What follows belongs to an exercise in optimizing a design on an open flow for small area, a short achievable clock period and few clock cycles per item; a production flow would make more cautious choices. Where RTL was checked, it was by simulation tests only, not by an equivalence proof against the original. No activity file was given, so power comes from the tool's default toggle rates.

## Microprocessor
module Microprocessor(
    input [7:0] Instruction,
    input CLK_IN,
    input RST,
	input [3:0] SEL_REG,
    output [7:0] Read_Address,	 
    output [6:0] SEG1,   
	output [6:0] SEG2,	 
	output [6:0] SEG3,   
	output [6:0] SEG4,	 
	output [6:0] SEG5,   
	output [6:0] SEG6	 
    );
Size in the first run: about 300 flip-flops, roughly 64 I/O pins, about 16000 um2 of cells after synthesis.
==> module Data_Memory, before the edit <==
module Data_Memory(
    input CLK,
    input RST,
    input [4:0] Address,
    input [7:0] Write_Data,
    input MemWrite,
    output [7:0] Read_Data
    );
	reg [255:0] mem;
	wire [7:0] wd_lo = Write_Data & {8{~RST}};
	wire [7:0] wd_hi = Write_Data | {8{RST}};
	wire [31:0] sel = 32'd1 << Address;
	genvar i;
	generate
		for(i = 0; i < 32; i = i + 1) begin : word
			wire [7:0] init = (i < 16) ? i : (16 - i);
			wire       en   = RST | (MemWrite & sel[i]);
			always @(posedge CLK) begin
				if(en) begin
					mem[8*i +: 8] <= (init & wd_hi) | (~init & wd_lo);
				end
			end
		end
	endgenerate
	reg [7:0] rd;
	integer j;
	always @(*) begin
		rd = 8'd0;
		for(j = 0; j < 32; j = j + 1)
			rd = rd | (mem[8*j +: 8] & {8{sel[j]}});
	end
	assign Read_Data = rd;
endmodule
==> module v7_Segment, before the edit <==
module v7_Segment(
    input [3:0] hex,
    output reg [6:0] seg
    );
	always @(*) begin
		case(hex)
			4'b0000 : seg = 7'b0111111;
			4'b0001 : seg = 7'b0000110;
			4'b0010 : seg = 7'b1011011;
			4'b0011 : seg = 7'b1001111;
			4'b0100 : seg = 7'b1100110;
			4'b0101 : seg = 7'b1101101;
			4'b0110 : seg = 7'b1111101;
			4'b0111 : seg = 7'b0000111;
			4'b1000 : seg = 7'b1111111;
			4'b1001 : seg = 7'b1101111;
			4'b1010 : seg = 7'b1110111;
			4'b1011 : seg = 7'b1111100;
			4'b1100 : seg = 7'b0111001;
			4'b1101 : seg = 7'b1011110;
			4'b1110 : seg = 7'b1111001;
			4'b1111 : seg = 7'b1110001;
		endcase
	end
endmodule
Settings: LEC_CHECK=0, CAP_MARGIN=20, CORE_MARGIN=2, CORE_UTILIZATION=40, SETUP_SLACK_MARGIN=2, SLEW_MARGIN=20; clock period 6.0 ns.
run.sh (not shown) runs the stock make flow with config.mk's settings and CLKGATE_MAP_FILE= SYNTH_SCRIPT=/design/flow/synth_recipe.tcl, a recipe that flattens the netlist after the stock synthesis.
==> next run, changes <==
--- a/flow/design.v
+++ b/flow/design.v
@@ -162,64 +162,39 @@
     output [7:0] Read_Data
     );
 	reg [255:0] mem;
 	wire [7:0] wd_lo = Write_Data & {8{~RST}};
 	wire [7:0] wd_hi = Write_Data | {8{RST}};
-	wire [31:0] sel = 32'd1 << Address;
 	genvar i;
 	generate
 		for(i = 0; i < 32; i = i + 1) begin : word
 			wire [7:0] init = (i < 16) ? i : (16 - i);
-			wire       en   = RST | (MemWrite & sel[i]);
+			wire       en   = RST | (MemWrite && Address == i);
 			always @(posedge CLK) begin
 				if(en) begin
 					mem[8*i +: 8] <= (init & wd_hi) | (~init & wd_lo);
 				end
 			end
 		end
 	endgenerate
-	reg [7:0] rd;
-	integer j;
-	always @(*) begin
-		rd = 8'd0;
-		for(j = 0; j < 32; j = j + 1)
-			rd = rd | (mem[8*j +: 8] & {8{sel[j]}});
-	end
-	assign Read_Data = rd;
+	assign Read_Data = mem[8*Address +: 8];
 endmodule
 `timescale 1ns / 1ps
 module Sign_Extend(
     input [1:0] IN,
     output [7:0] OUT
     );
 	assign OUT = (IN[1] == 1) ? 8'b11111100 + IN : 8'b00000000 + IN;
 endmodule
-`timescale 1ns / 1ps
-module v7_Segment(
-    input [3:0] hex,
-    output reg [6:0] seg
-    );
-	always @(*) begin
-		case(hex)
-			4'b0000 : seg = 7'b0111111;
-			4'b0001 : seg = 7'b0000110;
-			4'b0010 : seg = 7'b1011011;
-			4'b0011 : seg = 7'b1001111;
-			4'b0100 : seg = 7'b1100110;
-			4'b0101 : seg = 7'b1101101;
-			4'b0110 : seg = 7'b1111101;
-			4'b0111 : seg = 7'b0000111;
-			4'b1000 : seg = 7'b1111111;
-			4'b1001 : seg = 7'b1101111;
-			4'b1010 : seg = 7'b1110111;
-			4'b1011 : seg = 7'b1111100;
-			4'b1100 : seg = 7'b0111001;
-			4'b1101 : seg = 7'b1011110;
-			4'b1110 : seg = 7'b1111001;
-			4'b1111 : seg = 7'b1110001;
-		endcase
-	end
+module v7_Segment(input [3:0] hex, output [6:0] seg); wire [3:0] h = hex;
+assign seg[0] = ~((~h[3] & ~h[2] & ~h[1] & h[0]) | (~h[3] & h[2] & ~h[1] & ~h[0]) | (h[3] & ~h[2] & h[1] & h[0]) | (h[3] & h[2] & ~h[1] & h[0]));
+assign seg[1] = ~((~h[3] & h[2] & ~h[1] & h[0]) | (h[3] & h[2] & ~h[0]) | (h[3] & h[1] & h[0]) | (h[2] & h[1] & ~h[0]));
+assign seg[2] = ~((~h[3] & ~h[2] & h[1] & ~h[0]) | (h[3] & h[2] & h[1]) | (h[3] & h[2] & ~h[0]));
+assign seg[3] = ~((~h[3] & ~h[2] & ~h[1] & h[0]) | (~h[3] & h[2] & ~h[1] & ~h[0]) | (h[3] & ~h[2] & h[1] & ~h[0]) | (h[2] & h[1] & h[0]));
+assign seg[4] = ~((~h[3] & h[2] & ~h[1]) | (~h[3] & h[0]) | (~h[2] & ~h[1] & h[0]));
+assign seg[5] = ~((~h[3] & ~h[2] & h[1]) | (~h[3] & ~h[2] & h[0]) | (~h[3] & h[1] & h[0]) | (h[3] & h[2] & ~h[1] & h[0]));
+assign seg[6] = ~((~h[3] & ~h[2] & ~h[1]) | (~h[3] & h[2] & h[1] & h[0]) | (h[3] & h[2] & ~h[1] & ~h[0]));
 endmodule
 `timescale 1ns / 1ps
 module Microprocessor(
     input [7:0] Instruction,
     input CLK_IN,
=> Design area went down by 12%. Maximum frequency went up by 10%. Sequential power is about the same. Synthesized area went down by 5.7%. Synthesized cell count went down by 16%. Combinational power went down by 18%. Routed wire length went down by 26%. Setup slack improves by 410 ps. Die area went down by 5.5%. Clock skew went up by 23 ps. Count of clock-buffer cells in the layout went up by 2. Clock power went up by about 3%.
Testbench counts after the change, summed over its fixed seeds: cycles 6,109, instructions 6,109.
Function not checked in the first run of this note: the RTL went through the layout flow alone.

[port drivers added, routing unchanged]
In the flow no input, the clock included, has a driving cell. The finished layouts below were timed again as built, in two steps.
Step 1 (the two cells are an assumption about what drives the block):
set clk [get_ports {CLK_IN}]
set_driving_cell -lib_cell sky130_fd_sc_hd__clkbuf_16 $clk
set_driving_cell -lib_cell sky130_fd_sc_hd__buf_2 [delete_from_list [all_inputs] $clk]
Step 2, shift: input delay + t, output delay - t, t = (earliest + latest rising clock arrival at the registers) / 2. This alone moves slack from input paths to output paths.
Three values: no drivers, after step 1, after step 2; two values: the first two.
| run | shift t [ns] | slack for setup (ns) | worst hold slack (ns) | worst setup path after step 2 | cell pins on the clock port's net |
|---|---|---|---|---|---|
| the first run | 0.584 | 1.549 / 1.546 / 0.962 | 0.489 / 0.489 / 0.489 | input to register | 1 |
| the second run | 0.582 | 1.964 / 1.931 / 1.444 | 0.517 / 0.517 / 0.517 | input to register | 1 |
After both steps every run listed still meets setup and hold. The setup slack of the first run, which loses most, moves by -0.003 ns with the drivers and by -0.587 ns with both steps.
